This is an optimization exercise on Yosys and OpenROAD, whose aim is small area, not a production implementation.
RTL that was checked went through simulation tests only; none was proved equivalent to the original.
The RTL of run 1 was laid out without a check of its function.
No activity file was given, so power comes from the tool's default toggle rates.

`flow/run.sh`:
```
#!/bin/bash
# The standard ORFS layout (standard.sh) with two changes:
#  - synthesis maps logic with flow/abc.script (see flow/abc_override.tcl);
#  - port buffers are sky130_fd_sc_hd__buf_1 instead of the resizer's default pick.
set -euo pipefail
W=$PWD
{ head -n 1 synth_recipe.tcl; cat flow/abc_override.tcl; tail -n +2 synth_recipe.tcl; } > synth_custom.tcl
export CUSTOM_ABC_SCRIPT=$W/flow/abc.script
bash standard.sh finish \
  SYNTH_SCRIPT=$W/synth_custom.tcl \
  BUFFER_PORTS_ARGS="-buffer_cell sky130_fd_sc_hd__buf_1" \
  > standard_flow.log 2>&1
```
`flow/abc.script`:
```
strash
&get -n
&dch
&nf -p
&put
```
`flow/abc_override.tcl`:
```
# Same synthesis as synth_recipe.tcl, except that the ABC call uses flow/abc.script
# (an area-recovering mapping) instead of the ORFS script; registers are mapped
# before ABC runs, so they are the standard synthesis's.
proc abc {args} {
  set i [lsearch -exact $args -script]
  if { $i >= 0 } {
    set args [lreplace $args [expr {$i + 1}] [expr {$i + 1}] $::env(CUSTOM_ABC_SCRIPT)]
  }
  yosys abc {*}$args
}
```
`standard.sh`:
```
#!/bin/bash
# synth_recipe.tcl (not shown) runs the flow's synth.tcl, then flattens the netlist and writes it again
# the make line also repeats each setting of config.mk as NAME=value (left out here)
make -C /OpenROAD-flow-scripts/flow DESIGN_CONFIG=/design/flow/config.mk WORK_HOME=/design/flow/orfs CLKGATE_MAP_FILE= SYNTH_SCRIPT=/design/flow/synth_recipe.tcl "${@:-finish}"
```
`config.mk`:
```
export PLATFORM = sky130hd
export DESIGN_NAME = Cajero
export DESIGN_NICKNAME = Cajero
export VERILOG_FILES = /design/flow/design.v
export SDC_FILE = /design/flow/constraint.sdc
export NUM_CORES = 4
export LEC_CHECK = 0
export CAP_MARGIN = 20
export CORE_MARGIN = 2
export CORE_UTILIZATION = 40
export PLACE_DENSITY = 0.6
export SLEW_MARGIN = 20
```
`constraint.sdc`:
```
create_clock -name core_clock -period 6.0 [get_ports {CLK}]
set_input_delay 1.2000 -clock core_clock [delete_from_list [all_inputs] [get_ports {CLK}]]
set_output_delay 1.2000 -clock core_clock [all_outputs]
set_load 0.01 [all_outputs]
```
`design.v`:
```
module Cajero (
    input CLK,
    input RESET,
    input TARJETA_RECIBIDA,
    input [15:0] PIN_CORRECTO,
    input [3:0] DIGITO,
    input DIGITO_STB,
    input TIPO_TRANS,
    input [31:0] MONTO,
    input MONTO_STB,
    input [63:0] BALANCE_INICIAL,
    output reg [63:0] BALANCE_ACTUALIZADO,
    output BALANCE_STB,
    output ENTREGAR_DINERO,
    output FONDOS_INSUFICIENTES,
    output reg PIN_INCORRECTO,
    output reg ADVERTENCIA,
    output BLOQUEO
    );
    localparam ESP = 3'd0, ING = 3'd1, ANA = 3'd2, DET = 3'd3,
               DEP = 3'd4, RET = 3'd5, FIN = 3'd6, BLQ = 3'd7;
    reg [2:0]  estado;
    reg [1:0]  cnt;         
    reg [1:0]  intentos;
    reg [15:0] pin;
    wire s_ing = (estado == ING);
    wire s_fin = (estado == FIN);
    wire md    = RESET & (estado == DEP) & MONTO_STB;
    wire mw    = RESET & (estado == RET) & MONTO_STB;
    wire hold  = RESET & ~md;
    assign BALANCE_STB          = s_fin;
    assign ENTREGAR_DINERO      = s_fin & cnt[0];
    assign FONDOS_INSUFICIENTES = s_fin & cnt[1];
    assign BLOQUEO              = (estado == BLQ);
    wire [63:0] x  = {64{md}} & BALANCE_INICIAL | {64{hold}} & BALANCE_ACTUALIZADO;
    wire [31:0] b  = {32{md}} & MONTO | {32{mw}} & ~MONTO;
    wire        ci = mw;
    wire [31:0] y = x[63:32] ^ {32{~md}};    
    wire [31:0] ap = x[31:0] ^ b;
    wire [31:0] ag = x[31:0] & b;
    wire q1 = ag[1] | (ap[1] & (ag[0] | (ap[0] & ci)));
    wire q2 = ap[1] & ap[0];
    wire q3 = ag[3] | (ap[3] & ag[2]);
    wire q4 = ap[3] & ap[2];
    wire q5 = ag[5] | (ap[5] & ag[4]);
    wire q6 = ap[5] & ap[4];
    wire q7 = ag[7] | (ap[7] & ag[6]);
    wire q8 = ap[7] & ap[6];
    wire q9 = ag[9] | (ap[9] & ag[8]);
    wire q10 = ap[9] & ap[8];
    wire q11 = ag[11] | (ap[11] & ag[10]);
    wire q12 = ap[11] & ap[10];
    wire q13 = ag[13] | (ap[13] & ag[12]);
    wire q14 = ap[13] & ap[12];
    wire q15 = ag[15] | (ap[15] & ag[14]);
    wire q16 = ap[15] & ap[14];
    wire q17 = ag[17] | (ap[17] & ag[16]);
    wire q18 = ap[17] & ap[16];
    wire q19 = ag[19] | (ap[19] & ag[18]);
    wire q20 = ap[19] & ap[18];
    wire q21 = ag[21] | (ap[21] & ag[20]);
    wire q22 = ap[21] & ap[20];
    wire q23 = ag[23] | (ap[23] & ag[22]);
    wire q24 = ap[23] & ap[22];
    wire q25 = ag[25] | (ap[25] & ag[24]);
    wire q26 = ap[25] & ap[24];
    wire q27 = ag[27] | (ap[27] & ag[26]);
    wire q28 = ap[27] & ap[26];
    wire q29 = ag[29] | (ap[29] & ag[28]);
    wire q30 = ap[29] & ap[28];
    wire q31 = ag[31] | (ap[31] & ag[30]);
    wire q32 = ap[31] & ap[30];
    wire q33 = ag[2] | (ap[2] & q1);
    wire q34 = ap[2] & q2;
    wire q35 = q3 | (q4 & q1);
    wire q36 = q4 & q2;
    wire q37 = ag[6] | (ap[6] & q5);
    wire q38 = ap[6] & q6;
    wire q39 = q7 | (q8 & q5);
    wire q40 = q8 & q6;
    wire q41 = ag[10] | (ap[10] & q9);
    wire q42 = ap[10] & q10;
    wire q43 = q11 | (q12 & q9);
    wire q44 = q12 & q10;
    wire q45 = ag[14] | (ap[14] & q13);
    wire q46 = ap[14] & q14;
    wire q47 = q15 | (q16 & q13);
    wire q48 = q16 & q14;
    wire q49 = ag[18] | (ap[18] & q17);
    wire q50 = ap[18] & q18;
    wire q51 = q19 | (q20 & q17);
    wire q52 = q20 & q18;
    wire q53 = ag[22] | (ap[22] & q21);
    wire q54 = ap[22] & q22;
    wire q55 = q23 | (q24 & q21);
    wire q56 = q24 & q22;
    wire q57 = ag[26] | (ap[26] & q25);
    wire q58 = ap[26] & q26;
    wire q59 = q27 | (q28 & q25);
    wire q60 = q28 & q26;
    wire q61 = ag[30] | (ap[30] & q29);
    wire q62 = ap[30] & q30;
    wire q63 = q31 | (q32 & q29);
    wire q64 = q32 & q30;
    wire q65 = ag[4] | (ap[4] & q35);
    wire q66 = ap[4] & q36;
    wire q67 = q5 | (q6 & q35);
    wire q68 = q6 & q36;
    wire q69 = q37 | (q38 & q35);
    wire q70 = q38 & q36;
    wire q71 = q39 | (q40 & q35);
    wire q72 = q40 & q36;
    wire q73 = ag[12] | (ap[12] & q43);
    wire q74 = ap[12] & q44;
    wire q75 = q13 | (q14 & q43);
    wire q76 = q14 & q44;
    wire q77 = q45 | (q46 & q43);
    wire q78 = q46 & q44;
    wire q79 = q47 | (q48 & q43);
    wire q80 = q48 & q44;
    wire q81 = ag[20] | (ap[20] & q51);
    wire q82 = ap[20] & q52;
    wire q83 = q21 | (q22 & q51);
    wire q84 = q22 & q52;
    wire q85 = q53 | (q54 & q51);
    wire q86 = q54 & q52;
    wire q87 = q55 | (q56 & q51);
    wire q88 = q56 & q52;
    wire q89 = ag[28] | (ap[28] & q59);
    wire q90 = ap[28] & q60;
    wire q91 = q29 | (q30 & q59);
    wire q92 = q30 & q60;
    wire q93 = q61 | (q62 & q59);
    wire q94 = q62 & q60;
    wire q95 = q63 | (q64 & q59);
    wire q96 = q64 & q60;
    wire q97 = ag[8] | (ap[8] & q71);
    wire q98 = ap[8] & q72;
    wire q99 = q9 | (q10 & q71);
    wire q100 = q10 & q72;
    wire q101 = q41 | (q42 & q71);
    wire q102 = q42 & q72;
    wire q103 = q43 | (q44 & q71);
    wire q104 = q44 & q72;
    wire q105 = q73 | (q74 & q71);
    wire q106 = q74 & q72;
    wire q107 = q75 | (q76 & q71);
    wire q108 = q76 & q72;
    wire q109 = q77 | (q78 & q71);
    wire q110 = q78 & q72;
    wire q111 = q79 | (q80 & q71);
    wire q112 = q80 & q72;
    wire q113 = ag[24] | (ap[24] & q87);
    wire q114 = ap[24] & q88;
    wire q115 = q25 | (q26 & q87);
    wire q116 = q26 & q88;
    wire q117 = q57 | (q58 & q87);
    wire q118 = q58 & q88;
    wire q119 = q59 | (q60 & q87);
    wire q120 = q60 & q88;
    wire q121 = q89 | (q90 & q87);
    wire q122 = q90 & q88;
    wire q123 = q91 | (q92 & q87);
    wire q124 = q92 & q88;
    wire q125 = q93 | (q94 & q87);
    wire q126 = q94 & q88;
    wire q127 = q95 | (q96 & q87);
    wire q128 = q96 & q88;
    wire q129 = ag[16] | (ap[16] & q111);
    wire q130 = ap[16] & q112;
    wire q131 = q17 | (q18 & q111);
    wire q132 = q18 & q112;
    wire q133 = q49 | (q50 & q111);
    wire q134 = q50 & q112;
    wire q135 = q51 | (q52 & q111);
    wire q136 = q52 & q112;
    wire q137 = q81 | (q82 & q111);
    wire q138 = q82 & q112;
    wire q139 = q83 | (q84 & q111);
    wire q140 = q84 & q112;
    wire q141 = q85 | (q86 & q111);
    wire q142 = q86 & q112;
    wire q143 = q87 | (q88 & q111);
    wire q144 = q88 & q112;
    wire q145 = q113 | (q114 & q111);
    wire q146 = q114 & q112;
    wire q147 = q115 | (q116 & q111);
    wire q148 = q116 & q112;
    wire q149 = q117 | (q118 & q111);
    wire q150 = q118 & q112;
    wire q151 = q119 | (q120 & q111);
    wire q152 = q120 & q112;
    wire q153 = q121 | (q122 & q111);
    wire q154 = q122 & q112;
    wire q155 = q123 | (q124 & q111);
    wire q156 = q124 & q112;
    wire q157 = q125 | (q126 & q111);
    wire q158 = q126 & q112;
    wire q159 = q127 | (q128 & q111);
    wire q160 = q128 & q112;
    wire [32:0] cc = {q159, q157, q155, q153, q151, q149, q147, q145, q143, q141, q139, q137, q135, q133, q131, q129, q111, q109, q107, q105, q103, q101, q99, q97, q71, q69, q67, q65, q35, q33, q1, (ag[0] | (ap[0] & ci)), ci};
    wire [31:0] slo = ap ^ cc[31:0];
    wire        c   = cc[32];
    wire q161 = y[1] & y[0];
    wire q162 = y[3] & y[2];
    wire q163 = y[5] & y[4];
    wire q164 = y[7] & y[6];
    wire q165 = y[9] & y[8];
    wire q166 = y[11] & y[10];
    wire q167 = y[13] & y[12];
    wire q168 = y[15] & y[14];
    wire q169 = y[17] & y[16];
    wire q170 = y[19] & y[18];
    wire q171 = y[21] & y[20];
    wire q172 = y[23] & y[22];
    wire q173 = y[25] & y[24];
    wire q174 = y[27] & y[26];
    wire q175 = y[29] & y[28];
    wire q176 = y[31] & y[30];
    wire q177 = y[2] & q161;
    wire q178 = q162 & q161;
    wire q179 = y[6] & q163;
    wire q180 = q164 & q163;
    wire q181 = y[10] & q165;
    wire q182 = q166 & q165;
    wire q183 = y[14] & q167;
    wire q184 = q168 & q167;
    wire q185 = y[18] & q169;
    wire q186 = q170 & q169;
    wire q187 = y[22] & q171;
    wire q188 = q172 & q171;
    wire q189 = y[26] & q173;
    wire q190 = q174 & q173;
    wire q191 = y[30] & q175;
    wire q192 = q176 & q175;
    wire q193 = y[4] & q178;
    wire q194 = q163 & q178;
    wire q195 = q179 & q178;
    wire q196 = q180 & q178;
    wire q197 = y[12] & q182;
    wire q198 = q167 & q182;
    wire q199 = q183 & q182;
    wire q200 = q184 & q182;
    wire q201 = y[20] & q186;
    wire q202 = q171 & q186;
    wire q203 = q187 & q186;
    wire q204 = q188 & q186;
    wire q205 = y[28] & q190;
    wire q206 = q175 & q190;
    wire q207 = q191 & q190;
    wire q208 = q192 & q190;
    wire q209 = y[8] & q196;
    wire q210 = q165 & q196;
    wire q211 = q181 & q196;
    wire q212 = q182 & q196;
    wire q213 = q197 & q196;
    wire q214 = q198 & q196;
    wire q215 = q199 & q196;
    wire q216 = q200 & q196;
    wire q217 = y[24] & q204;
    wire q218 = q173 & q204;
    wire q219 = q189 & q204;
    wire q220 = q190 & q204;
    wire q221 = q205 & q204;
    wire q222 = q206 & q204;
    wire q223 = q207 & q204;
    wire q224 = q208 & q204;
    wire q225 = y[16] & q216;
    wire q226 = q169 & q216;
    wire q227 = q185 & q216;
    wire q228 = q186 & q216;
    wire q229 = q201 & q216;
    wire q230 = q202 & q216;
    wire q231 = q203 & q216;
    wire q232 = q204 & q216;
    wire q233 = q217 & q216;
    wire q234 = q218 & q216;
    wire q235 = q219 & q216;
    wire q236 = q220 & q216;
    wire q237 = q221 & q216;
    wire q238 = q222 & q216;
    wire q239 = q223 & q216;
    wire q240 = q224 & q216;
    wire [32:0] t = {q240, q239, q238, q237, q236, q235, q234, q233, q232, q231, q230, q229, q228, q227, q226, q225, q216, q215, q214, q213, q212, q211, q210, q209, q196, q195, q194, q193, q178, q177, q161, y[0], 1'b1};
    wire        hi_zero = t[32] & ~md;       
    wire        flip = md ? c : (mw & ~c & ~hi_zero);
    wire [31:0] shi = x[63:32] ^ ({32{flip}} & t[31:0]);
    wire        refused = mw & ~c & hi_zero;
    wire [63:0] nbal = {shi, refused ? BALANCE_ACTUALIZADO[31:0] : slo};
    wire dig = s_ing & DIGITO_STB & ~(&intentos);
    always @(posedge CLK) BALANCE_ACTUALIZADO <= nbal;
    always @(posedge CLK) begin
        if (!RESET) begin
            estado <= ESP;
            cnt <= 0;
            intentos <= 0;
            PIN_INCORRECTO <= 0;
            ADVERTENCIA <= 0;
        end else begin
            if (dig) pin <= {pin[11:0], DIGITO};
            if (s_ing) begin
                PIN_INCORRECTO <= (intentos == 2'd1);
                ADVERTENCIA    <= (intentos == 2'd2);
            end
            case (estado)
                ESP: if (TARJETA_RECIBIDA) estado <= ING;
                ING: begin
                    if (&intentos) estado <= BLQ;
                    else if (DIGITO_STB) begin
                        cnt <= cnt + 2'd1;
                        if (&cnt) estado <= ANA;
                    end
                end
                ANA: begin
                    if (pin != PIN_CORRECTO) begin
                        intentos <= intentos + 2'd1;
                        estado <= ING;
                    end else
                        estado <= DET;
                end
                DET: estado <= TIPO_TRANS ? RET : DEP;
                DEP: if (MONTO_STB) estado <= FIN;
                RET: if (MONTO_STB) begin
                    estado <= FIN;
                    cnt <= refused ? 2'b10 : 2'b01;
                end
                FIN: begin
                    estado <= ESP;
                    cnt <= 0;
                    intentos <= 0;
                    PIN_INCORRECTO <= 0;
                    ADVERTENCIA <= 0;
                end
                BLQ: ;
            endcase
        end
    end
endmodule
```
==> summary.txt, run 1 <==
Route
  • Final WL: 15810 um
  • Vias/cell: 5.544
  • Post-route ant nets: 0
  • Detailed-route via count: 5400
  • WL per Instance: 16.24 um
  • 1st-iter DRT viols: 416
  • Residual DRC: 0
  • DRT Pass-1 Iters: 7

Timing
  • Fin crit period: 5.444 ns
  • Final worst-path cycle share: 90.73%
  • Setup Viol. Count Final: 0
  • RSZ-0062 raised after global routing: no
  • Slew Limit Fails: 0
  • Worst slew pin tran: 0.7546 ns
  • Clk_skew: 0.008734 ns
  • Final Hold Violating Endpoints: 0
  • Total negative slack: 0 ns
  • Slew margin rel.: 49.53%
  • Fmax: 183.7 MHz

Synthesis
  • Area fraction of the dominant cell type after synthesis: 25.50%
  • Total of warnings raised by yosys: 1
  • Number of synthesized register bits: 89
  • Ys flop type: edfxtp_1
  • Post-synth ARST share: 0%
  • Synth area leader: edfxtp_1
  • Synth top area cells: edfxtp_1 26%, dfxtp_1 15%, ha_1 7.5%
  • Syn nets: 740
  • Mapped Cells: 578
  • Netlist cell types: 47
  • Post-synth EDFFs: 48
  • Sequential area share after synthesis: 40.03%
  • Post-Syn Area: 0.005652 mm^2
  • Mean post-synth cell area: 9.778 um^2

Final layout
  • Multi-input logic area: 0.003348 mm^2
  • Most common cell after layout, fill and taps aside: buf_1
  • Layout cells sized above 1: 3.401%
  • Area grow syn2layout: 23.95%
  • Nets: 951
  • Final Cell Area: 0.007005 mm^2
  • FF/Latch Area: 0.002262 mm^2
  • # diodes: 0
  • Filler instances: 1341
  • Commonest cells after routing, fill and taps aside: 191 x buf_1, 65 x nand2_1, 48 x edfxtp_1

CTS
  • Post-CTS setup buffers: 0
  • H-tree Lvls: 3
  • Clk pin slew, worst setup/hold paths: 0.06 ns
  • Worst-case clock buffer depth: 2
  • CTS tree: yes
  • CTS root buf: clkbuf_16
  • Num Clock Sinks: 89
  • Skew-Pair Late Insertion Delay: 0.35 ns
  • CTS Hold Bufs: 0
  • Post-CTS Resized: 0
  • Num CTS Buffers: 9

Worst hold path
  • Hold Crit Class: flop to flop

Global routing
  • Total track usage: 20.55%
  • GRT Residual Overflow: 0
  • Global-route wire length before repair: 24570 um
  • Number of global-route vias before repair: 5169
  • Largest net degree at the start of global routing: 70
  • Antenna violations before repair: 0

Outcome
  • Status: no timing/DRC/antenna violations

Run
  • Maximum Capacitance Violations: 0

Die
  • Cell row count: 43
  • Die area: 0.01510 mm^2
  • Core area: 0.01383 mm^2
  • IO Count: 192
  • Starting Density: 40.87%
  • Die height: 122.9 um
  • Die width: 122.9 um

Power and ir drop
  • Peak supply drop: 0.1924 mV
  • Pwr/cell area: 352.8 mW/mm^2
  • Design Power: 2472 uW
  • Leak: 0.002614 uW

Place
  • IO buf count: 191
  • GPL Wtd Cong: 0.8642
  • Dpl cell area: 0.006695 mm^2
  • Post-DP HPWL: 11500 um

Setup path
  • Crit path DAT: 5.68 ns
  • Max Fanout on Critical Path: 13
  • Crit start category: primary input
  • Setup Crit Path Kind: primary input to flop
  • CP Data Required Time: 6.23 ns
  • CP Capture Type: flop
-- final timing paths --
kind / startpoint / endpoint / slack [ns] / cells past startpoint
worst max register to register: estado[2] / BALANCE_ACTUALIZADO[33] / 0.74 / 16
worst min register to register: pin[9] / pin[13] / 0.48 / 0
worst max-delay path: RESET / BALANCE_ACTUALIZADO[33] / 0.56 / 17
worst min-delay path: pin[9] / pin[13] / 0.48 / 0
-- critical path: stages --
cell	delay, ns
buf_1	0.37
clkinv_1	0.31
a21oi_4	0.21
a22oi_1	0.11
fa_1	0.40
clkinv_1	0.07
fa_1	0.20
a211o_1	0.16
a41o_1	0.24
a31oi_1	0.17
o31ai_1	0.58
a21oi_1	0.24
o31a_1	0.37
nor2b_1	0.18
a21oi_2	0.56
a221oi_1	0.14
xnor2_1	0.17
-- kinds of logic after synthesis --
kind of cell | synth area share (%)
DFF | 40.03
muxes | 0.1771
AOI/OAI and AO/OA | 23.29
buffers and inverters | 1.328
adders and majority gates | 9.653
and+or+nand+nor | 14.06
xor gates and xnor gates | 11.47
-- where the power goes --
group	switching (uW)	total, uW	leakage, uW	internal [uW]
registers	112	921	0.000867	809
clock network	241	604	0.000148	363
logic	580	947	0.00160	367
-- registers in the layout (all words and copies together), names as in the netlist --
signal and cells:
ADVERTENCIA 1, BALANCE_ACTUALIZADO 64, PIN_INCORRECTO 1, cnt 2, estado 3, intentos 2, pin 16
-- synthesized netlist by cell type, types with 7 or more instances --
library cell	count
a22o_1	30
a21oi_1	26
a221oi_1	7
dfxtp_1	41
a21o_1	10
xor2_1	36
o21ai_0	41
nor2_1	31
nor3_1	10
clkinv_1	20
xnor2_1	38
nand3b_1	7
ha_1	34
nand2_1	65
nand3_1	12
nand4_1	8
o2bb2ai_1	8
nor4_1	7
edfxtp_1	48
a22oi_1	39
-- routing by layer --
layer	GRT usage, %	routed length [um]	vias to the layer above
li1	-	-	2642
met1	26.54	7054	2568
met2	33.53	7531	168
met3	4.136	962	22
met4	8.477	265	0
met5	0	0	-
-- per-stage QoR --
stage                     utilization [%]  hold WS [ns]  setup WS (ns)  instances
after CTS                           50.67        0.4787         0.5781        974
after detailed placement            48.42        0.4638         0.2266        958
after global routing                50.67        0.4859        0.06051        974
after floorplan                         -        0.4473        0.04842        578
after global placement              48.38        0.4553         0.3046        958
final                               50.67        0.4790         0.5560        974
-- final cells by class --
| type | instances | share of cell area (%) |
|---|---|---|
| tap | 180 | 3.215 |
| clock inverter | 6 | 1.161 |
| sequential | 89 | 32.29 |
| timing repair buffer | 200 | 11.20 |
| clock buffer | 10 | 3.268 |
| inverter | 20 | 1.072 |
| multi-input combinational | 469 | 47.79 |
==> run 2, diff against run 1 <==
--- a/design.v
+++ b/design.v
@@ -21,7 +21,7 @@
                DEP = 3'd4, RET = 3'd5, FIN = 3'd6, BLQ = 3'd7;
     reg [2:0]  estado;
     reg [1:0]  cnt;         
-    reg [1:0]  intentos;
+    reg        pend;        
     reg [15:0] pin;
     wire s_ing = (estado == ING);
     wire s_fin = (estado == FIN);
@@ -287,25 +287,27 @@
     wire [31:0] shi = x[63:32] ^ ({32{flip}} & t[31:0]);
     wire        refused = mw & ~c & hi_zero;
     wire [63:0] nbal = {shi, refused ? BALANCE_ACTUALIZADO[31:0] : slo};
-    wire dig = s_ing & DIGITO_STB & ~(&intentos);
+    wire lock = pend & ADVERTENCIA;    
+    wire dig  = s_ing & DIGITO_STB & ~lock;
     always @(posedge CLK) BALANCE_ACTUALIZADO <= nbal;
     always @(posedge CLK) begin
         if (!RESET) begin
             estado <= ESP;
             cnt <= 0;
-            intentos <= 0;
+            pend <= 0;
             PIN_INCORRECTO <= 0;
             ADVERTENCIA <= 0;
         end else begin
             if (dig) pin <= {pin[11:0], DIGITO};
-            if (s_ing) begin
-                PIN_INCORRECTO <= (intentos == 2'd1);
-                ADVERTENCIA    <= (intentos == 2'd2);
-            end
             case (estado)
                 ESP: if (TARJETA_RECIBIDA) estado <= ING;
                 ING: begin
-                    if (&intentos) estado <= BLQ;
+                    pend <= 0;
+                    if (pend) begin
+                        PIN_INCORRECTO <= ~PIN_INCORRECTO & ~ADVERTENCIA;
+                        ADVERTENCIA    <= PIN_INCORRECTO;
+                    end
+                    if (lock) estado <= BLQ;
                     else if (DIGITO_STB) begin
                         cnt <= cnt + 2'd1;
                         if (&cnt) estado <= ANA;
@@ -313,7 +315,7 @@
                 end
                 ANA: begin
                     if (pin != PIN_CORRECTO) begin
-                        intentos <= intentos + 2'd1;
+                        pend <= 1;
                         estado <= ING;
                     end else
                         estado <= DET;
@@ -327,7 +329,6 @@
                 FIN: begin
                     estado <= ESP;
                     cnt <= 0;
-                    intentos <= 0;
                     PIN_INCORRECTO <= 0;
                     ADVERTENCIA <= 0;
                 end
--- a/config.mk
+++ b/config.mk
@@ -7,6 +7,8 @@
 export LEC_CHECK = 0
 export CAP_MARGIN = 20
 export CORE_MARGIN = 2
-export CORE_UTILIZATION = 40
-export PLACE_DENSITY = 0.6
+export CORE_UTILIZATION = 60
+export CTS_BUF_LIST = sky130_fd_sc_hd__clkbuf_8
+export GPL_TIMING_DRIVEN = 0
+export PLACE_DENSITY = 0.75
 export SLEW_MARGIN = 20
==> run 2 against run 1 <==
Clock power shrank 35%. Fmax shrank 5.1%. Synthesized cell count shrank 0.52%. Global-route usage grew 7.9 points. Hold slack lost 0.00080 ns. First-iteration DRC count shrank 24%. Core utilization grew 25 points.
==> summary.txt, run 2 <==
Outcome
  • Status: no timing/DRC/antenna violations (unchanged)

Timing
  • RSZ-0062 raised after global routing: yes (was no)
  • Setup Viol. Count Final: 0 (unchanged)
  • Worst slew pin tran: 0.8638 ns (was 0.7546 ns)
  • Worst hold slack: 0.4782 ns (was 0.4790 ns)
  • Slew Limit Fails: 0 (unchanged)
  • Slew margin rel.: 42.41% (was 49.53%)
  • Final Hold Violating Endpoints: 0 (unchanged)
  • Clk_skew: 0.01302 ns (was 0.008734 ns)
  • Total negative slack: 0 ns (unchanged)
  • Fmax: 174.3 MHz (was 183.7 MHz)
  • Final worst-path cycle share: 95.63% (was 90.73%)
  • Fin crit period: 5.738 ns (was 5.444 ns)

CTS
  • CTS tree: yes (unchanged)
  • CTS root buf: clkbuf_8 (was clkbuf_16)
  • Clk pin slew, worst setup/hold paths: 0.10 ns (was 0.06 ns)
  • Num Clock Sinks: 88 (was 89)
  • Skew-Pair Late Insertion Delay: 0.37 ns (was 0.35 ns)
  • Worst-case clock buffer depth: 2 (unchanged)
  • Num CTS Buffers: 9 (unchanged)
  • H-tree Lvls: 3 (unchanged)

Final layout
  • Area grow syn2layout: 23.04% (was 23.95%)
  • Most common cell after layout, fill and taps aside: buf_1 (unchanged)
  • Max reg flops: 64 (unchanged)
  • # diodes: 0 (unchanged)
  • Layout cells sized above 1: 4.534% (was 3.401%)
  • Register bank with the most flops: BALANCE_ACTUALIZADO (unchanged)
  • Commonest cells after routing, fill and taps aside: 191 x buf_1, 62 x nand2_1, 54 x xnor2_1 (was 191 x buf_1, 65 x nand2_1, 48 x edfxtp_1)
  • Top flop regs: BALANCE_ACTUALIZADO x64, pin x16, estado x3 (unchanged)
  • Post-Layout Cell Count: 905 (was 974)
  • Nets: 948 (was 951)

Die
  • Starting Density: 61.42% (was 40.87%)
  • Die height: 100.8 um (was 122.9 um)
  • Cell row count: 35 (was 43)
  • Core area: 0.009153 mm^2 (was 0.01383 mm^2)
  • IO Count: 192 (unchanged)
  • Die area: 0.01016 mm^2 (was 0.01510 mm^2)
  • Die width: 100.8 um (was 122.9 um)

Power and ir drop
  • Combinational share of power: 19.5% (was 38.3%)
  • Sw power: 431.1 uW (was 933.0 uW)
  • Leak: 0.002630 uW (was 0.002614 uW)
  • Power Internal: 938.0 uW (was 1539 uW)
  • Flop pwr share: 51.9% (was 37.3%)
  • Peak supply drop: 0.1147 mV (was 0.1924 mV)
  • Clock power frac: 28.6% (was 24.4%)
  • Sw Ratio: 31.49% (was 37.75%)
  • Pwr/cell area: 198.0 mW/mm^2 (was 352.8 mW/mm^2)

Route
  • Post-route ant nets: 0 (unchanged)
  • 1st-iter DRT viols: 318 (was 416)
  • DRT Pass-1 Iters: 5 (was 7)
  • WL per Instance: 16.37 um (was 16.24 um)
  • Residual DRC: 0 (unchanged)
  • Detailed-route via count: 5388 (was 5400)
  • Vias/cell: 5.954 (was 5.544)
  • Final WL: 14810 um (was 15810 um)

Place
  • Post-DP HPWL: 10680 um (was 11500 um)
  • GPL Wtd Cong: 0.8942 (was 0.8642)
  • IO buf count: 191 (unchanged)
  • DP Cell Count: 885 (was 958)

Setup path
  • Crit start category: primary input (unchanged)
  • CP Data Required Time: 6.25 ns (was 6.23 ns)
  • Crit path DAT: 5.98 ns (was 5.68 ns)
  • Max Fanout on Critical Path: 32 (was 13)
  • Setup Crit Path Kind: primary input to flop (unchanged)
  • CP Capture Type: flop (unchanged)

Global routing
  • Total track usage: 28.46% (was 20.55%)
  • Global-route wire length before repair: 23160 um (was 24570 um)
  • Number of global-route vias before repair: 5099 (was 5169)
  • Largest net degree at the start of global routing: 39 (was 70)
  • GRT Residual Overflow: 0 (unchanged)
  • Antenna violations before repair: 0 (unchanged)

Synthesis
  • Number of synthesized register bits: 88 (was 89)
  • Most common cell in the netlist: nand2_1 (unchanged)
  • Mean post-synth cell area: 9.777 um^2 (was 9.778 um^2)
  • Syn nets: 734 (was 740)
  • Post-synth ARST share: 0% (unchanged)
  • Commonest cells post-synth: 62 x nand2_1, 54 x xnor2_1, 48 x edfxtp_1 (was 65 x nand2_1, 48 x edfxtp_1, 41 x dfxtp_1, 41 x o21ai_0, 39 x a22oi_1)
  • Sequential area share after synthesis: 39.88% (was 40.03%)
  • Total of warnings raised by yosys: 1 (unchanged)
  • Netlist cell types: 50 (was 47)
  • Synth area leader: edfxtp_1 (unchanged)
  • Area fraction of the dominant cell type after synthesis: 25.64% (was 25.50%)
  • Mapped Cells: 575 (was 578)
  • Ys flop type: edfxtp_1 (unchanged)
  • Post-Syn Area: 0.005622 mm^2 (was 0.005652 mm^2)
  • Synth top area cells: edfxtp_1 26%, dfxtp_1 14%, xnor2_1 8.4% (was edfxtp_1 26%, dfxtp_1 15%, ha_1 7.5%)
  • Post-synth EDFFs: 48 (unchanged)

Worst hold path
  • Hold Crit Class: flop to flop (unchanged)

Run
  • Maximum Capacitance Violations: 0 (unchanged)
[run 2: cell types whose count changed in the layout (fill, tap and decap cells not counted), sizes merged, moves of 5 or more]
cell,delta
nand3,-6
xor2,-15
xnor2,+16
a21oi,+6
a2bb2oi,+5
nor3,+5
nand4b,-5
[run 2: final cells by class]
type / count / area (um^2)
Multi-Input combinational cell: 471 / 3372
Sequential cell: 88 / 2242
Fill cell: 711 / 2236
Timing Repair Buffer: 202 / 908.4
Tap cell: 111 / 138.9
Clock buffer: 9 / 123.9
Inverter: 17 / 77.57
Clock inverter: 7 / 53.80
[run 2: path summary, 6_finish.rpt]
check	from	endpoint	slack (ns)	cells after the start
min reg2reg	pin[1]	pin[5]	0.48	0
max	RESET	BALANCE_ACTUALIZADO[60]	0.26	20
min	pin[1]	pin[5]	0.48	0
max reg2reg	estado[2]	BALANCE_ACTUALIZADO[60]	0.60	18
[run 2: layer usage]
metal | routed length, um | track usage [%]
met1 | 6177 | 35.75
met2 | 7292 | 49.38
met3 | 1116 | 6.241
met4 | 225 | 7.798
met5 | 0 | 0
[run 2: stage by stage]
stage               power, uW  instance area [um^2]  utilization, %  setup WS [ns]
global placement        957.3                  6501           71.03         -1.799
CTS                      1367                  6887           75.24        0.02153
detailed placement      980.9                  6683           73.01        -0.6803
global route             1431                  6917           75.57       -0.03840
finish                   1369                  6917           75.57         0.2622
floorplan               875.3                  5645               -        0.07143
[run 2: worst max-delay path, stage by stage]
cell	delay (ns)
buf_1	0.21
nand2_1	0.21
nor2_4	0.10
buf_12	0.18
buf_16	0.18
a22oi_1	0.24
fa_1	0.21
clkinv_1	0.08
fa_1	0.44
a211o_1	0.30
a41o_1	0.30
a31oi_2	0.29
o21bai_1	0.21
a21oi_2	0.25
clkinv_1	0.16
a21oi_1	0.24
nor2_1	0.15
a21oi_2	0.70
nor3_1	0.14
xnor2_1	0.17
[run 2: cells by family (layout without fill, tap and decap cells)]
group,after synthesis,count (layout),share of synthesized area (%)
AOI/OAI and AO/OA,191,192,23.44
buffers and inverters,17,235,1.135
xor gates and xnor gates,75,75,11.68
adders and majority gates,37,37,9.036
DFF,88,88,39.88
and+or+nand+nor,167,167,14.82
[run 2: timing repair]
| action | in CTS | in global routing |
|---|---|---|
| resized for setup | 1 | 4 |
| pin swaps | 1 | 1 |
| endpoints found under the setup margin | 60 | 66 |
| setup buffers | 3 | 0 |
| cloned | 0 | 1 |
| hold buffers | 0 | 0 |
[run 2: power by group through the flow]
stage	registers, uW	logic [uW]	clock network, uW
final	710	267	392
after global routing	715	296	420
after CTS	709	261	397
after detailed placement	722	258	0
after global placement	721	236	0
after floorplan	723	152	0
==> run 3, diff against run 2 <==
--- a/config.mk
+++ b/config.mk
@@ -9,6 +9,5 @@
 export CORE_MARGIN = 2
 export CORE_UTILIZATION = 60
 export CTS_BUF_LIST = sky130_fd_sc_hd__clkbuf_8
-export GPL_TIMING_DRIVEN = 0
 export PLACE_DENSITY = 0.75
 export SLEW_MARGIN = 20
==> run 3 against run 2 <==
Via count decreased by 0.63%. Register-to-register slack better by 0.14 ns. Sequential power about the same. Area after synthesis stayed put. Fmax is 6.1% higher. Core utilization shrank 1.3 points. Cell count stayed put. Flip-flop and latch count stayed put. Global-route usage rose by 0.10 points. Power rose by 1.5%.
==> summary.txt, run 3 <==
Synthesis
  • Mean post-synth cell area: 9.777 um^2 (unchanged)
  • Most common cell in the netlist: nand2_1 (unchanged)
  • XOR/XNOR share of the synthesized area: 11.68% (unchanged)
  • Mapped Cells: 575 (unchanged)
  • Netlist cell types: 50 (unchanged)
  • Post-Syn Area: 0.005622 mm^2 (unchanged)
  • Post-synth ARST share: 0% (unchanged)
  • Synth Area in Compound Gates: 23.44% (unchanged)
  • Largest family of logic cells by synthesized area: compound AO/OA/AOI/OAI gates (unchanged)
  • Sequential area share after synthesis: 39.88% (unchanged)
  • Commonest cells post-synth: 62 x nand2_1, 54 x xnor2_1, 48 x edfxtp_1 (unchanged)
  • Area fraction of the dominant cell type after synthesis: 25.64% (unchanged)
  • Syn nets: 734 (unchanged)
  • Total of warnings raised by yosys: 1 (unchanged)
  • Synth area leader: edfxtp_1 (unchanged)
  • Ys flop type: edfxtp_1 (unchanged)
  • Number of synthesized register bits: 88 (unchanged)
  • Mux share of post-synthesis cell area: 0% (unchanged)
  • Post-synth EDFFs: 48 (unchanged)
  • Synth top area cells: edfxtp_1 26%, dfxtp_1 14%, xnor2_1 8.4% (unchanged)
  • Adder-cell share of the synthesized area: 9.036% (unchanged)
  • Simple-gate share of the synthesized area: 14.82% (unchanged)

Route
  • Post-route ant nets: 0 (unchanged)
  • 1st-iter DRT viols: 306 (was 318)
  • WL per Instance: 16.22 um (was 16.37 um)
  • Detailed-route via count: 5354 (was 5388)
  • DRT Pass-1 Iters: 5 (unchanged)
  • Vias/cell: 5.916 (was 5.954)
  • Final WL: 14680 um (was 14810 um)
  • Residual DRC: 0 (unchanged)

Place
  • GPL Wtd Cong: 0.8833 (was 0.8942)
  • IO buf count: 191 (unchanged)
  • Dpl cell area: 0.006596 mm^2 (was 0.006683 mm^2)
  • Post-DP HPWL: 10670 um (was 10680 um)

CTS
  • Post-CTS setup buffers: 0 (was 3)
  • Num CTS Buffers: 9 (unchanged)
  • H-tree Lvls: 3 (unchanged)
  • Clk pin slew, worst setup/hold paths: 0.10 ns (about the same)
  • Num Clock Sinks: 88 (unchanged)
  • Skew-Pair Late Insertion Delay: 0.36 ns (was 0.37 ns)
  • Post-CTS Resized: 0 (was 1)
  • CTS root buf: clkbuf_8 (unchanged)
  • CTS tree: yes (unchanged)
  • Worst-case clock buffer depth: 2 (unchanged)
  • CTS Hold Bufs: 0 (unchanged)

Power and ir drop
  • Pwr/cell area: 204.6 mW/mm^2 (was 198.0 mW/mm^2)
  • Design Power: 1390 uW (was 1369 uW)
  • Peak supply drop: 0.1267 mV (was 0.1147 mV)
  • Leak: 0.002593 uW (was 0.002630 uW)

Setup path
  • Setup Crit Path Kind: primary input to flop (unchanged)
  • CP Data Required Time: 6.30 ns (was 6.25 ns)
  • Crit start category: primary input (unchanged)
  • Max Fanout on Critical Path: 19 (was 32)
  • Crit path DAT: 5.70 ns (was 5.98 ns)
  • FF-to-FF setup slack: 0.74 ns (was 0.60 ns)
  • CP Capture Type: flop (unchanged)

Worst hold path
  • Hold Crit Class: flop to flop (unchanged)

Final layout
  • Commonest cells after routing, fill and taps aside: 191 x buf_1, 62 x nand2_1, 54 x xnor2_1 (unchanged)
  • Most common cell after layout, fill and taps aside: buf_1 (unchanged)
  • # diodes: 0 (unchanged)
  • FF/Latch Area: 0.002242 mm^2 (unchanged)
  • Multi-input logic area: 0.003349 mm^2 (was 0.003372 mm^2)
  • Final Cell Area: 0.006797 mm^2 (was 0.006917 mm^2)
  • Register bank with the most flops: BALANCE_ACTUALIZADO (unchanged)
  • Max reg flops: 64 (unchanged)
  • Filler instances: 711 (unchanged)
  • Layout cells sized above 1: 4.030% (was 4.534%)
  • Nets: 948 (unchanged)
  • Top flop regs: BALANCE_ACTUALIZADO x64, pin x16, estado x3 (unchanged)
  • Area grow syn2layout: 20.90% (was 23.04%)
  • Post-Route Utilization: 74.26% (was 75.57%)

Timing
  • Worst hold slack: 0.4673 ns (was 0.4782 ns)
  • Worst slew pin tran: 0.8529 ns (was 0.8638 ns)
  • Fin crit period: 5.406 ns (was 5.738 ns)
  • Setup Viol. Count Final: 0 (unchanged)
  • Slew Limit Fails: 0 (unchanged)
  • RSZ-0062 raised after global routing: no (was yes)
  • Slew margin rel.: 43.14% (was 42.41%)
  • Fmax: 185.0 MHz (was 174.3 MHz)
  • Clk_skew: 0.01414 ns (was 0.01302 ns)
  • Total negative slack: 0 ns (unchanged)
  • Final worst-path cycle share: 90.11% (was 95.63%)
  • Final Hold Violating Endpoints: 0 (unchanged)

Run
  • Maximum Capacitance Violations: 0 (unchanged)

Die
  • Die width: 100.8 um (unchanged)
  • IO Count: 192 (unchanged)
  • Starting Density: 61.42% (unchanged)
  • Die height: 100.8 um (unchanged)
  • Cell row count: 35 (unchanged)
  • Die area: 0.01016 mm^2 (unchanged)
  • Core area: 0.009153 mm^2 (unchanged)

Global routing
  • Antenna violations before repair: 0 (unchanged)
  • GRT Residual Overflow: 0 (unchanged)
  • Number of global-route vias before repair: 5062 (was 5099)
  • Total track usage: 28.56% (was 28.46%)
  • Largest net degree at the start of global routing: 86 (was 39)
  • Global-route wire length before repair: 23400 um (was 23160 um)

Outcome
  • Status: no timing/DRC/antenna violations (unchanged)
[run 3: report_power, final]
group          switching, uW  total, uW  internal [uW]
clock network            227        420            193
logic                    156        258            103
registers               37.3        712            675
[run 3: layout make-up]
| type | count | share of cell area (%) |
|---|---|---|
| clock buffer | 9 | 1.823 |
| multi-input combinational | 470 | 49.28 |
| clock inverter | 7 | 1.031 |
| sequential | 88 | 32.99 |
| timing repair buffer | 203 | 11.87 |
| tap | 111 | 2.043 |
| inverter | 17 | 0.9573 |
[run 3: critical path, stage by stage]
cell	delay (ns)
buf_1	0.17
nand2_1	0.21
nor2_4	0.10
a22oi_1	0.24
fa_1	0.21
clkinv_1	0.08
fa_1	0.44
a211o_1	0.28
a41o_1	0.29
a31oi_1	0.35
o21bai_1	0.22
a21oi_1	0.30
clkinv_1	0.19
a21oi_1	0.25
nor2b_1	0.23
a21oi_2	0.14
buf_4	0.23
nor4b_1	0.40
xnor2_1	0.17
[run 3: kinds of logic after synthesis]
kind of cell / count (synthesis)
AOI/OAI and AO/OA: 191
buffers and inverters: 17
and+or+nand+nor: 167
adders and majority gates: 37
xor gates and xnor gates: 75
DFF: 88
[run 3: final timing paths]
check | startpoint | end | depth (start not counted)
setup reg to reg | estado[2] | BALANCE_ACTUALIZADO[59] | 18
hold reg to reg | pin[11] | pin[15] | 0
hold / removal | pin[11] | pin[15] | 0
setup / recovery | MONTO_STB | BALANCE_ACTUALIZADO[59] | 19
[run 3: through the flow]
step | worst slack [ns] | std cells
2_1_floorplan | 0.07143 | 575
3_3_place_gp | 0.4167 | 889
3_5_place_dp | 0.2644 | 889
4_1_cts | 0.6208 | 905
5_1_grt | 0.1984 | 905
6_report | 0.5935 | 905
[run 3: layer usage]
layer / track usage [%] / share of wire (%)
met5: 0 / 0
met2: 48.00 / 49
met1: 38.28 / 42
met4: 7.482 / 0.97
met3: 4.785 / 7.4
==> run 4, diff against run 3 <==
--- a/config.mk
+++ b/config.mk
@@ -9,5 +9,7 @@
 export CORE_MARGIN = 2
 export CORE_UTILIZATION = 60
 export CTS_BUF_LIST = sky130_fd_sc_hd__clkbuf_8
+export CTS_CLUSTER_DIAMETER = 100
+export CTS_CLUSTER_SIZE = 30
 export PLACE_DENSITY = 0.75
 export SLEW_MARGIN = 20
==> run 4 against run 3 <==
Cell count unchanged. Count of clock-buffer cells in the layout unchanged. Core utilization unchanged. Sequential share of layout area is the same. Area after synthesis did not move. Global-route usage unchanged. Hold slack did not move. Routed wire length unchanged. Register-to-register slack barely moved. Via count stayed put. Fmax is the same. Critical endpoint unchanged. Largest cell class unchanged. First-iteration DRC count did not move.
==> summary.txt, run 4 <==
Outcome
  • Status: no timing/DRC/antenna violations (unchanged)

Synthesis
  • Post-Syn Area: 0.005622 mm^2 (unchanged)
  • Synth area leader: edfxtp_1 (unchanged)
  • Ys flop type: edfxtp_1 (unchanged)
  • Syn nets: 734 (unchanged)
  • Post-synth EDFFs: 48 (unchanged)
  • Post-synth ARST share: 0% (unchanged)
  • Synth top area cells: edfxtp_1 26%, dfxtp_1 14%, xnor2_1 8.4% (unchanged)
  • Commonest cells post-synth: 62 x nand2_1, 54 x xnor2_1, 48 x edfxtp_1 (unchanged)
  • Mean post-synth cell area: 9.777 um^2 (unchanged)
  • Netlist cell types: 50 (unchanged)
  • Mapped Cells: 575 (unchanged)
  • Number of synthesized register bits: 88 (unchanged)
  • Area fraction of the dominant cell type after synthesis: 25.64% (unchanged)
  • Sequential area share after synthesis: 39.88% (unchanged)
  • Most common cell in the netlist: nand2_1 (unchanged)
  • Total of warnings raised by yosys: 1 (unchanged)

Power and ir drop
  • Flop pwr share: 51.2% (about the same)
  • Combinational share of power: 18.6% (about the same)
  • Peak supply drop: 0.1267 mV (unchanged)
  • Leak: 0.002593 uW (unchanged)
  • Power Internal: 970.5 uW (unchanged)
  • Design Power: 1390 uW (unchanged)
  • Sw Ratio: 30.20% (unchanged)
  • Sw power: 419.8 uW (unchanged)
  • Clock power frac: 30.2% (about the same)
  • Pwr/cell area: 204.6 mW/mm^2 (unchanged)

Setup path
  • Max Fanout on Critical Path: 19 (unchanged)
  • R2R cell count: 18 (unchanged)
  • FF-to-FF setup slack: 0.74 ns (about the same)
  • Setup Crit Path Kind: primary input to flop (unchanged)
  • Crit path DAT: 5.70 ns (about the same)
  • CP Data Required Time: 6.30 ns (about the same)
  • FF-to-FF Start: estado[2] (unchanged)
  • Crit start category: primary input (unchanged)
  • CP Capture Type: flop (unchanged)
  • Largest stage delay, worst path: 0.44 ns (about the same)
  • Crit-path slowest cell: fa_1 (unchanged)
  • CP cell instances: buf_1 > nand2_1 > nor2_4 > a22oi_1 > fa_1 > clkinv_1 > fa_1 > a211o_1 > a41o_1 > a31oi_1 > o21bai_1 > a21oi_1 > clkinv_1 > a21oi_1 > nor2b_1 > a21oi_2 > buf_4 > nor4b_1 > xnor2_1 (unchanged)
  • Reg-to-Reg End: BALANCE_ACTUALIZADO[59] (unchanged)

CTS
  • Worst-case clock buffer depth: 2 (unchanged)
  • Post-CTS Resized: 0 (unchanged)
  • CTS root buf: clkbuf_8 (unchanged)
  • Post-CTS setup buffers: 0 (unchanged)
  • CTS Hold Bufs: 0 (unchanged)
  • Clk pin slew, worst setup/hold paths: 0.10 ns (about the same)
  • Num Clock Sinks: 88 (unchanged)
  • H-tree Lvls: 3 (unchanged)
  • CTS tree: yes (unchanged)
  • Num CTS Buffers: 9 (unchanged)
  • Skew-Pair Late Insertion Delay: 0.36 ns (about the same)

Timing
  • Final Hold Violating Endpoints: 0 (unchanged)
  • Slew Limit Fails: 0 (unchanged)
  • Fin crit period: 5.406 ns (unchanged)
  • RSZ-0062 raised after global routing: no (unchanged)
  • Setup Viol. Count Final: 0 (unchanged)
  • Total negative slack: 0 ns (unchanged)
  • Final worst-path cycle share: 90.11% (unchanged)
  • Worst slew pin tran: 0.8529 ns (unchanged)
  • Fmax: 185.0 MHz (unchanged)
  • Slew margin rel.: 43.14% (unchanged)
  • Clk_skew: 0.01414 ns (unchanged)

Worst hold path
  • Hold Crit Start: pin[11] (unchanged)
  • WHS Endpoint: pin[15] (unchanged)
  • Hold Crit Class: flop to flop (unchanged)
  • Hold Path Depth: 0 (unchanged)

Place
  • IO buf count: 191 (unchanged)
  • Post-DP HPWL: 10670 um (unchanged)
  • GPL Wtd Cong: 0.8833 (unchanged)
  • Dpl cell area: 0.006596 mm^2 (unchanged)
  • DP Cell Count: 889 (unchanged)

Die
  • IO Count: 192 (unchanged)
  • Cell row count: 35 (unchanged)
  • Core area: 0.009153 mm^2 (unchanged)
  • Die width: 100.8 um (unchanged)
  • Starting Density: 61.42% (unchanged)
  • Die height: 100.8 um (unchanged)
  • Die area: 0.01016 mm^2 (unchanged)

Final layout
  • Post-Layout Cell Count: 905 (unchanged)
  • Post-Route Utilization: 74.26% (unchanged)
  • Layout cells sized above 1: 4.030% (unchanged)
  • FF/Latch Area: 0.002242 mm^2 (unchanged)
  • Filler instances: 711 (unchanged)
  • Multi-input logic area: 0.003349 mm^2 (unchanged)
  • Nets: 948 (unchanged)
  • Register bank with the most flops: BALANCE_ACTUALIZADO (unchanged)
  • # diodes: 0 (unchanged)
  • Most common cell after layout, fill and taps aside: buf_1 (unchanged)
  • Commonest cells after routing, fill and taps aside: 191 x buf_1, 62 x nand2_1, 54 x xnor2_1 (unchanged)
  • Final Cell Area: 0.006797 mm^2 (unchanged)
  • Top flop regs: BALANCE_ACTUALIZADO x64, pin x16, estado x3 (unchanged)
  • Area grow syn2layout: 20.90% (unchanged)
  • Max reg flops: 64 (unchanged)

Route
  • Vias/cell: 5.916 (unchanged)
  • Uppermost layer routed: met4 (unchanged)
  • Residual DRC: 0 (unchanged)
  • M1 WL: 6232 um (unchanged)
  • Post-route ant nets: 0 (unchanged)
  • DRT Pass-1 Iters: 5 (unchanged)
  • WL per Instance: 16.22 um (unchanged)
  • WL met2: 7216 um (unchanged)
  • 1st-iter DRT viols: 306 (unchanged)
  • Met3 WL: 1087 um (unchanged)
  • Final WL: 14680 um (unchanged)
  • Detailed-route via count: 5354 (unchanged)

Global routing
  • Antenna violations before repair: 0 (unchanged)
  • GRT Residual Overflow: 0 (unchanged)
  • Total track usage: 28.56% (unchanged)
  • Global-route wire length before repair: 23400 um (unchanged)
  • Largest net degree at the start of global routing: 86 (unchanged)
  • Number of global-route vias before repair: 5062 (unchanged)

Run
  • Maximum Capacitance Violations: 0 (unchanged)
[run 4: cell counts after synthesis]
No cell type changed its count.
[run 4: area by class of cell]
type | count | share of cell area [%]
Clock buffer | 9 | 1.823
Clock inverter | 7 | 1.031
Inverter | 17 | 0.9573
Multi-Input combinational cell | 470 | 49.28
Sequential cell | 88 | 32.99
Tap cell | 111 | 2.043
Timing Repair Buffer | 203 | 11.87
[run 4: cell families (layout without fill, tap and decap cells)]
group / count (synthesis) / count (layout) / synth area share, %
adders and majority gates: 37 / 37 / 9.036
AOI/OAI and AO/OA: 191 / 191 / 23.44
buffers and inverters: 17 / 236 / 1.135
and+or+nand+nor: 167 / 167 / 14.82
xor gates and xnor gates: 75 / 75 / 11.68
DFF: 88 / 88 / 39.88
[run 4: power by group through the flow]
stage	Combinational [uW]	Sequential, uW	Clock, uW
floorplan	152	723	0
global placement	246	722	0
detailed placement	252	725	0
CTS	254	711	426
global route	288	719	448
finish	258	712	420
[run 4: layer usage]
layer	GRT usage, %	vias up
li1	-	2629
met4	7.482	0
met2	48.00	233
met3	4.785	15
met5	0	-
met1	38.28	2477
[run 4: worst max-delay path by stage]
stage	startpoint	end	slack [ns]	depth (start not counted)
5_1_grt	MONTO_STB	BALANCE_ACTUALIZADO[59]	0.20	18
2_1_floorplan	RESET	BALANCE_ACTUALIZADO[47]	0.07	17
4_1_cts	MONTO_STB	BALANCE_ACTUALIZADO[59]	0.62	19
6_report	MONTO_STB	BALANCE_ACTUALIZADO[59]	0.59	19
3_3_place_gp	MONTO_STB	BALANCE_ACTUALIZADO[47]	0.42	19
3_5_place_dp	MONTO_STB	BALANCE_ACTUALIZADO[59]	0.26	19
[run 4: metrics by stage]
step / hold slack [ns] / setup slack [ns]
2_1_floorplan: 0.4473 / 0.07143
4_1_cts: 0.4682 / 0.6208
3_5_place_dp: 0.4573 / 0.2644
3_3_place_gp: 0.4505 / 0.4167
5_1_grt: 0.4816 / 0.1984
6_report: 0.4673 / 0.5935
[run 4: critical path, delay by kind of cell]
family | cells | cell delay [ns]
fa+ha+maj | 2 | 0.65
compound gates | 8 | 2.07
simple gates | 4 | 0.94
buf+inv | 4 | 0.67
xor+xnor | 1 | 0.17
==> run 5, diff against run 4 <==
==> flow/run.sh (replaced) <==
#!/bin/bash
# The standard ORFS layout (standard.sh) with these changes:
#  - synthesis maps logic with flow/abc.script (see flow/abc_override.tcl);
#  - port buffers are sky130_fd_sc_hd__buf_1 instead of the resizer's default pick;
#  - clock tree synthesis uses clkbuf_8 buffers and inserts no dummy loads.
set -euo pipefail
W=$PWD
{ head -n 1 synth_recipe.tcl; cat flow/abc_override.tcl; tail -n +2 synth_recipe.tcl; } > synth_custom.tcl
export CUSTOM_ABC_SCRIPT=$W/flow/abc.script
bash standard.sh finish \
  SYNTH_SCRIPT=$W/synth_custom.tcl \
  BUFFER_PORTS_ARGS="-buffer_cell sky130_fd_sc_hd__buf_1" \
  CTS_ARGS="-sink_clustering_enable -repair_clock_nets -buf_list sky130_fd_sc_hd__clkbuf_8 -dont_use_dummy_load" \
  > standard_flow.log 2>&1
--- a/config.mk
+++ b/config.mk
@@ -9,7 +9,5 @@
 export CORE_MARGIN = 2
 export CORE_UTILIZATION = 60
 export CTS_BUF_LIST = sky130_fd_sc_hd__clkbuf_8
-export CTS_CLUSTER_DIAMETER = 100
-export CTS_CLUSTER_SIZE = 30
 export PLACE_DENSITY = 0.75
 export SLEW_MARGIN = 20
==> run 5 against run 4 <==
Clock power fell by 23%. Fmax barely moved. Critical path type unchanged. Register-to-register slack barely moved. First-iteration DRC count rose by 15%. Flip-flop and latch count did not move. Clock skew rose by 0.014 ns. Largest cell class unchanged. Largest power group unchanged.
==> summary.txt, run 5 <==
Final layout
  • Final Cell Area: 0.006726 mm^2 (was 0.006797 mm^2)
  • Top flop regs: BALANCE_ACTUALIZADO x64, pin x16, estado x3 (unchanged)
  • Max reg flops: 64 (unchanged)
  • Post-Route Utilization: 73.49% (was 74.26%)
  • Nets: 948 (unchanged)
  • Register bank with the most flops: BALANCE_ACTUALIZADO (unchanged)
  • Most common cell after layout, fill and taps aside: buf_1 (unchanged)
  • # diodes: 0 (unchanged)
  • Area grow syn2layout: 19.65% (was 20.90%)
  • Commonest cells after routing, fill and taps aside: 191 x buf_1, 62 x nand2_1, 54 x xnor2_1 (unchanged)
  • Layout cells sized above 1: 3.304% (was 4.030%)

Synthesis
  • Synth top area cells: edfxtp_1 26%, dfxtp_1 14%, xnor2_1 8.4% (unchanged)
  • Post-synth EDFFs: 48 (unchanged)
  • Sequential area share after synthesis: 39.88% (unchanged)
  • Post-Syn Area: 0.005622 mm^2 (unchanged)
  • Ys flop type: edfxtp_1 (unchanged)
  • Total of warnings raised by yosys: 1 (unchanged)
  • Post-synth ARST share: 0% (unchanged)
  • Most common cell in the netlist: nand2_1 (unchanged)
  • Area fraction of the dominant cell type after synthesis: 25.64% (unchanged)
  • Commonest cells post-synth: 62 x nand2_1, 54 x xnor2_1, 48 x edfxtp_1 (unchanged)
  • Mapped Cells: 575 (unchanged)
  • Number of synthesized register bits: 88 (unchanged)
  • Mean post-synth cell area: 9.777 um^2 (unchanged)
  • Syn nets: 734 (unchanged)
  • Netlist cell types: 50 (unchanged)
  • Synth area leader: edfxtp_1 (unchanged)

Timing
  • Slew Limit Fails: 0 (unchanged)
  • Fin crit period: 5.406 ns (about the same)
  • Setup Viol. Count Final: 0 (unchanged)
  • Fmax: 185.0 MHz (about the same)
  • RSZ-0062 raised after global routing: no (unchanged)
  • Final worst-path cycle share: 90.09% (was 90.11%)
  • Final worst setup slack: 0.5944 ns (was 0.5935 ns)
  • Slew margin rel.: 43.53% (was 43.14%)
  • Worst slew pin tran: 0.8382 ns (was 0.8529 ns)
  • Final Hold Violating Endpoints: 0 (unchanged)
  • Total negative slack: 0 ns (unchanged)
  • Clk_skew: 0.02772 ns (was 0.01414 ns)

Setup path
  • CP cell instances: buf_1 > nand2_1 > nor2_4 > a22oi_1 > fa_1 > clkinv_1 > fa_1 > a211o_1 > a41o_1 > a31oi_1 > o21bai_1 > a21oi_1 > clkinv_1 > a21oi_1 > nor2b_1 > a21oi_2 > buf_4 > nor4b_1 > xnor2_1 (unchanged)
  • CP Data Required Time: 6.28 ns (was 6.30 ns)
  • Delay-heaviest family, CP: compound AO/OA/AOI/OAI gates (unchanged)
  • Crit start category: primary input (unchanged)
  • Crit-path slowest cell: fa_1 (unchanged)
  • CP Capture Type: flop (unchanged)
  • Crit path DAT: 5.68 ns (was 5.70 ns)
  • Crit path buf inv count: 4 (unchanged)
  • Setup Crit Path Kind: primary input to flop (unchanged)
  • Max Fanout on Critical Path: 19 (unchanged)
  • Largest stage delay, worst path: 0.44 ns (about the same)

Die
  • Die area: 0.01016 mm^2 (unchanged)
  • IO Count: 192 (unchanged)
  • Starting Density: 61.42% (unchanged)
  • Die height: 100.8 um (unchanged)
  • Die width: 100.8 um (unchanged)
  • Core area: 0.009153 mm^2 (unchanged)
  • Cell row count: 35 (unchanged)

CTS
  • Post-CTS Resized: 0 (unchanged)
  • Num Clock Sinks: 88 (unchanged)
  • CTS root buf: clkbuf_8 (unchanged)
  • CTS Hold Bufs: 0 (unchanged)
  • Worst-case clock buffer depth: 2 (unchanged)
  • CTS tree: yes (unchanged)
  • Num CTS Buffers: 9 (unchanged)
  • Skew-Pair Late Insertion Delay: 0.35 ns (was 0.36 ns)
  • Post-CTS setup buffers: 0 (unchanged)
  • H-tree Lvls: 3 (unchanged)
  • Clk pin slew, worst setup/hold paths: 0.10 ns (about the same)

Route
  • DRT Pass-1 Iters: 6 (was 5)
  • 1st-iter DRT viols: 353 (was 306)
  • Detailed-route via count: 5323 (was 5354)
  • Final WL: 14530 um (was 14680 um)
  • Residual DRC: 0 (unchanged)
  • Vias/cell: 5.928 (was 5.916)
  • Post-route ant nets: 0 (unchanged)
  • WL per Instance: 16.18 um (was 16.22 um)

Global routing
  • Met1 Use GR: 37.63% (was 38.28%)
  • Global routing usage on met3: 5.340% (was 4.785%)
  • Global-route wire length before repair: 23380 um (was 23400 um)
  • Antenna violations before repair: 0 (unchanged)
  • Total track usage: 28.40% (was 28.56%)
  • Largest net degree at the start of global routing: 86 (unchanged)
  • Number of global-route vias before repair: 5089 (was 5062)
  • GRT Residual Overflow: 0 (unchanged)
  • Met2 Use GR: 48.41% (was 48.00%)
  • Most used routing layer: met2 (unchanged)

Power and ir drop
  • Combinational share of power: 19.9% (was 18.6%)
  • Clock power frac: 25.1% (was 30.2%)
  • Flop pwr share: 55.0% (was 51.2%)
  • Design Power: 1293 uW (was 1390 uW)
  • Leak: 0.002560 uW (was 0.002593 uW)
  • Peak supply drop: 0.1216 mV (was 0.1267 mV)
  • Pwr/cell area: 192.3 mW/mm^2 (was 204.6 mW/mm^2)
  • Power Internal: 912.5 uW (was 970.5 uW)
  • Sw Ratio: 29.45% (was 30.20%)
  • Sw power: 380.9 uW (was 419.8 uW)

Place
  • Post-DP HPWL: 10670 um (unchanged)
  • Dpl cell area: 0.006596 mm^2 (unchanged)
  • GPL Wtd Cong: 0.8833 (unchanged)
  • DP Worst Slack: 0.2644 ns (unchanged)
  • IO buf count: 191 (unchanged)

Run
  • Maximum Capacitance Violations: 0 (unchanged)

Outcome
  • Status: no timing/DRC/antenna violations (unchanged)

Worst hold path
  • Hold Crit Class: flop to flop (unchanged)
==> run 5: changes by cell type in the layout (fill, tap and decap cells not counted) <==
cell	delta
bufinv_16	-1
clkinv_2	-1
inv_6	-1
clkinv_4	-1
clkinvlp_4	-1
inv_4	-1
clkinv_1	-1
==> run 5: path summary, 6_finish.rpt <==
path / from / to / slack (ns) / depth (start not counted)
max reg2reg: estado[2] / BALANCE_ACTUALIZADO[59] / 0.73 / 18
min reg2reg: pin[11] / pin[15] / 0.45 / 0
max: MONTO_STB / BALANCE_ACTUALIZADO[59] / 0.59 / 19
min: pin[11] / pin[15] / 0.45 / 0
==> run 5: layout make-up <==
cell class	instances	area (um^2)
Tap cell	111	138.9
Timing Repair Buffer	203	807.0
Multi-Input combinational cell	470	3349
Clock buffer	9	123.9
Fill cell	729	2426
Sequential cell	88	2242
Inverter	17	65.06
==> run 5: power groups by stage <==
stage	clock, uW	combinational, uW	sequential, uW
floorplan	0	152	723
global placement	0	246	722
detailed placement	0	252	725
CTS	334	254	712
global route	354	287	717
finish	324	257	712
==> run 5: logic make-up (layout without fill, tap and decap cells) <==
| kind of cell | after synthesis | count (layout) | share of synthesized area (%) |
|---|---|---|---|
| compound gates | 191 | 191 | 23.44 |
| xor+xnor | 75 | 75 | 11.68 |
| fa+ha+maj | 37 | 37 | 9.036 |
| buf+inv | 17 | 229 | 1.135 |
| flops | 88 | 88 | 39.88 |
| simple gates | 167 | 167 | 14.82 |
==> run 5: layer usage <==
| metal | routed length [um] | vias up |
|---|---|---|
| met1 | 6308 | 2462 |
| met5 | 0 | - |
| met4 | 146 | 0 |
| met2 | 7092 | 223 |
| met3 | 987 | 15 |
| li1 | - | 2623 |
==> run 5: worst register-to-register path: cells and delay by family (launching register included) <==
kind                     cells  cell delay [ns]
AO/OA/AOI/OAI                9             2.22
AND/OR/NAND/NOR              3             1.10
adder cells (fa/ha/maj)      2             0.65
flip-flops                   1             0.55
buffers and inverters        3             0.50
XOR/XNOR                     1             0.17
==> run 5: metrics by stage <==
| stage | instances | hold WS (ns) |
|---|---|---|
| after floorplan | 575 | 0.4473 |
| after global placement | 889 | 0.4505 |
| after detailed placement | 889 | 0.4573 |
| after CTS | 898 | 0.4540 |
| after global routing | 898 | 0.4664 |
| final | 898 | 0.4507 |
==> run 6, diff against run 5 <==
==> flow/abc.script (replaced) <==
strash
&get -n
&dch
&nf -p -R 40
&put
==> run 6 against run 5 <==
Count of clock-buffer cells in the layout did not move. Die area fell by 2.3%. Fmax fell by 2.0%. Core utilization rose by 2.2 points. Final area fell by 0.93%. Critical path type unchanged. Largest power group unchanged.
==> summary.txt, run 6 <==
Synthesis
  • Area fraction of the dominant cell type after synthesis: 26.26% (was 25.64%)
  • Sequential area share after synthesis: 40.85% (was 39.88%)
  • Most common cell in the netlist: nand2_1 (unchanged)
  • Number of synthesized register bits: 88 (unchanged)
  • Post-synth ARST share: 0% (unchanged)
  • Post-synth EDFFs: 48 (unchanged)
  • Mapped Cells: 565 (was 575)
  • Ys flop type: edfxtp_1 (unchanged)
  • Post-Syn Area: 0.005489 mm^2 (was 0.005622 mm^2)
  • Netlist cell types: 50 (unchanged)
  • Synth top area cells: edfxtp_1 26%, dfxtp_1 15%, ha_1 7.1% (was edfxtp_1 26%, dfxtp_1 14%, xnor2_1 8.4%)

Worst hold path
  • Hold Crit Class: flop to flop (unchanged)

Power and ir drop
  • Power Internal: 914.8 uW (was 912.5 uW)
  • Sw power: 366.2 uW (was 380.9 uW)
  • Leak: 0.002492 uW (was 0.002560 uW)
  • Sw Ratio: 28.59% (was 29.45%)
  • Clock power frac: 25.2% (was 25.1%)
  • Pwr/cell area: 192.2 mW/mm^2 (was 192.3 mW/mm^2)

Setup path
  • Max Fanout on Critical Path: 49 (was 19)
  • CP Capture Type: flop (unchanged)
  • FF-to-FF Start: estado[2] (unchanged)
  • Crit start category: primary input (unchanged)
  • FF-to-FF setup slack: 0.82 ns (was 0.73 ns)
  • CP Data Required Time: 6.21 ns (was 6.28 ns)
  • Launch point of the worst path: MONTO_STB (unchanged)

Route
  • DRT Pass-1 Iters: 5 (was 6)
  • 1st-iter DRT viols: 254 (was 353)
  • Vias/cell: 5.874 (was 5.928)
  • Residual DRC: 0 (unchanged)
  • Final WL: 13910 um (was 14530 um)
  • WL per Instance: 15.81 um (was 16.18 um)
  • Detailed-route via count: 5169 (was 5323)
  • Post-route ant nets: 0 (unchanged)

Run
  • Maximum Capacitance Violations: 0 (unchanged)

Final layout
  • Multi-input logic area: 0.003303 mm^2 (was 0.003349 mm^2)
  • Commonest cells after routing, fill and taps aside: 191 x buf_1, 72 x nand2_1, 48 x edfxtp_1 (was 191 x buf_1, 62 x nand2_1, 54 x xnor2_1)
  • Top flop regs: BALANCE_ACTUALIZADO x64, pin x16, estado x3 (unchanged)
  • Area grow syn2layout: 21.40% (was 19.65%)
  • Filler instances: 687 (was 729)
  • Nets: 933 (was 948)
  • Most common cell after layout, fill and taps aside: buf_1 (unchanged)
  • # diodes: 0 (unchanged)
  • Final Cell Area: 0.006664 mm^2 (was 0.006726 mm^2)
  • Max reg flops: 64 (unchanged)

Die
  • Cell row count: 34 (was 35)
  • Starting Density: 62.33% (was 61.42%)
  • IO Count: 192 (unchanged)
  • Die height: 99.65 um (was 100.8 um)
  • Die area: 0.009929 mm^2 (was 0.01016 mm^2)

CTS
  • Num CTS Buffers: 9 (unchanged)
  • CTS Hold Bufs: 0 (unchanged)
  • Clk pin slew, worst setup/hold paths: 0.10 ns (about the same)
  • CTS tree: yes (unchanged)
  • Num Clock Sinks: 88 (unchanged)
  • Post-CTS setup buffers: 0 (unchanged)
  • CTS root buf: clkbuf_8 (unchanged)

Place
  • GPL Wtd Cong: 0.9090 (was 0.8833)
  • Post-DP HPWL: 10300 um (was 10670 um)
  • IO buf count: 191 (unchanged)

Timing
  • Clk_skew: 0.03375 ns (was 0.02772 ns)
  • Final worst-path cycle share: 91.92% (was 90.09%)
  • Slew margin rel.: 47.36% (was 43.53%)
  • Setup Viol. Count Final: 0 (unchanged)
  • RSZ-0062 raised after global routing: no (unchanged)
  • Final Hold Violating Endpoints: 0 (unchanged)
  • Fin crit period: 5.515 ns (was 5.406 ns)

Outcome
  • Status: no timing/DRC/antenna violations (unchanged)

Global routing
  • Number of global-route vias before repair: 4853 (was 5089)
  • Total track usage: 27.94% (was 28.40%)
  • Largest net degree at the start of global routing: 61 (was 86)
  • Global-route wire length before repair: 22400 um (was 23380 um)
[run 6: cell types whose count changed after synthesis, moves of 5 or more]
cell,before,now
xnor2_1,54,40
xor2_1,21,35
nand2_1,62,74
nor3_1,15,5
nand3_1,6,13
nor2_1,28,34
a21oi_1,31,26
[run 6: power by group through the flow]
stage / combinational (uW) / clock, uW / sequential, uW
final: 247 / 323 / 712
after global routing: 275 / 346 / 717
after CTS: 244 / 328 / 711
after detailed placement: 243 / 0 / 725
after global placement: 237 / 0 / 723
after floorplan: 147 / 0 / 725
[run 6: final timing paths]
kind	cells past startpoint	endpoint
min	0	pin[10]
min reg2reg	0	pin[10]
max reg2reg	20	BALANCE_ACTUALIZADO[63]
max	20	BALANCE_ACTUALIZADO[63]
[run 6: layout make-up]
cell class,count,share of cell area (%)
multi-input combinational,460,49.57
sequential,88,33.65
timing repair buffer,198,11.92
tap,108,2.028
clock buffer,9,1.859
inverter,17,0.9763
[run 6: metrics by stage]
| step | utilization (%) | hold WS [ns] | power (uW) | worst slack (ns) | cells |
|---|---|---|---|---|---|
| final | 75.67 | 0.4868 | 1281 | 0.4848 | 880 |
| after global routing | 75.67 | 0.4939 | 1337 | 0.07489 | 880 |
| after CTS | 75.59 | 0.4859 | 1282 | 0.4525 | 880 |
| after detailed placement | 74.18 | 0.4617 | 967.4 | 0.1068 | 871 |
| after global placement | 74.18 | 0.4558 | 959.7 | 0.2713 | 871 |
| after floorplan | - | 0.4473 | 872.1 | -0.9559 | 565 |
[run 6: kinds of logic (layout without fill, tap and decap cells)]
| group | after synthesis | in the layout | share of synthesized area, % |
|---|---|---|---|
| AO/OA/AOI/OAI | 186 | 186 | 23.46 |
| XOR/XNOR | 75 | 75 | 11.97 |
| adder cells (fa/ha/maj) | 37 | 37 | 9.255 |
| buffers and inverters | 17 | 224 | 1.163 |
| flip-flops | 88 | 88 | 40.85 |
| AND/OR/NAND/NOR | 162 | 162 | 13.31 |
[run 6: worst max-delay path, stage by stage]
cell	delay, ns
buf_1	0.25
nand2_8	0.08
o31a_2	0.33
buf_12	0.20
a22o_1	0.23
ha_1	0.34
a21oi_1	0.20
nor2_1	0.07
a211oi_1	0.39
nor2_1	0.09
a211oi_1	0.37
nor2_1	0.07
a211oi_1	0.21
o21a_1	0.23
nor2b_2	0.24
nand2_1	0.11
o21ai_4	0.21
nand4_1	0.30
a2111oi_1	0.46
xnor2_1	0.12
[run 6: metal layers]
layer / routed length, um / part of all wire (%) / GRT usage, %
met5: 0 / 0 / 0
met2: 6589 / 47 / 47.09
met4: 178 / 1.3 / 7.903
met3: 1171 / 8.4 / 5.692
met1: 5974 / 43 / 36.77
[run 6: what timing repair did]
action | in CTS | in global routing
setup endpoints to repair | 0 | 1
endpoints found under the hold margin | 0 | 0
gates resized for setup | 0 | 1
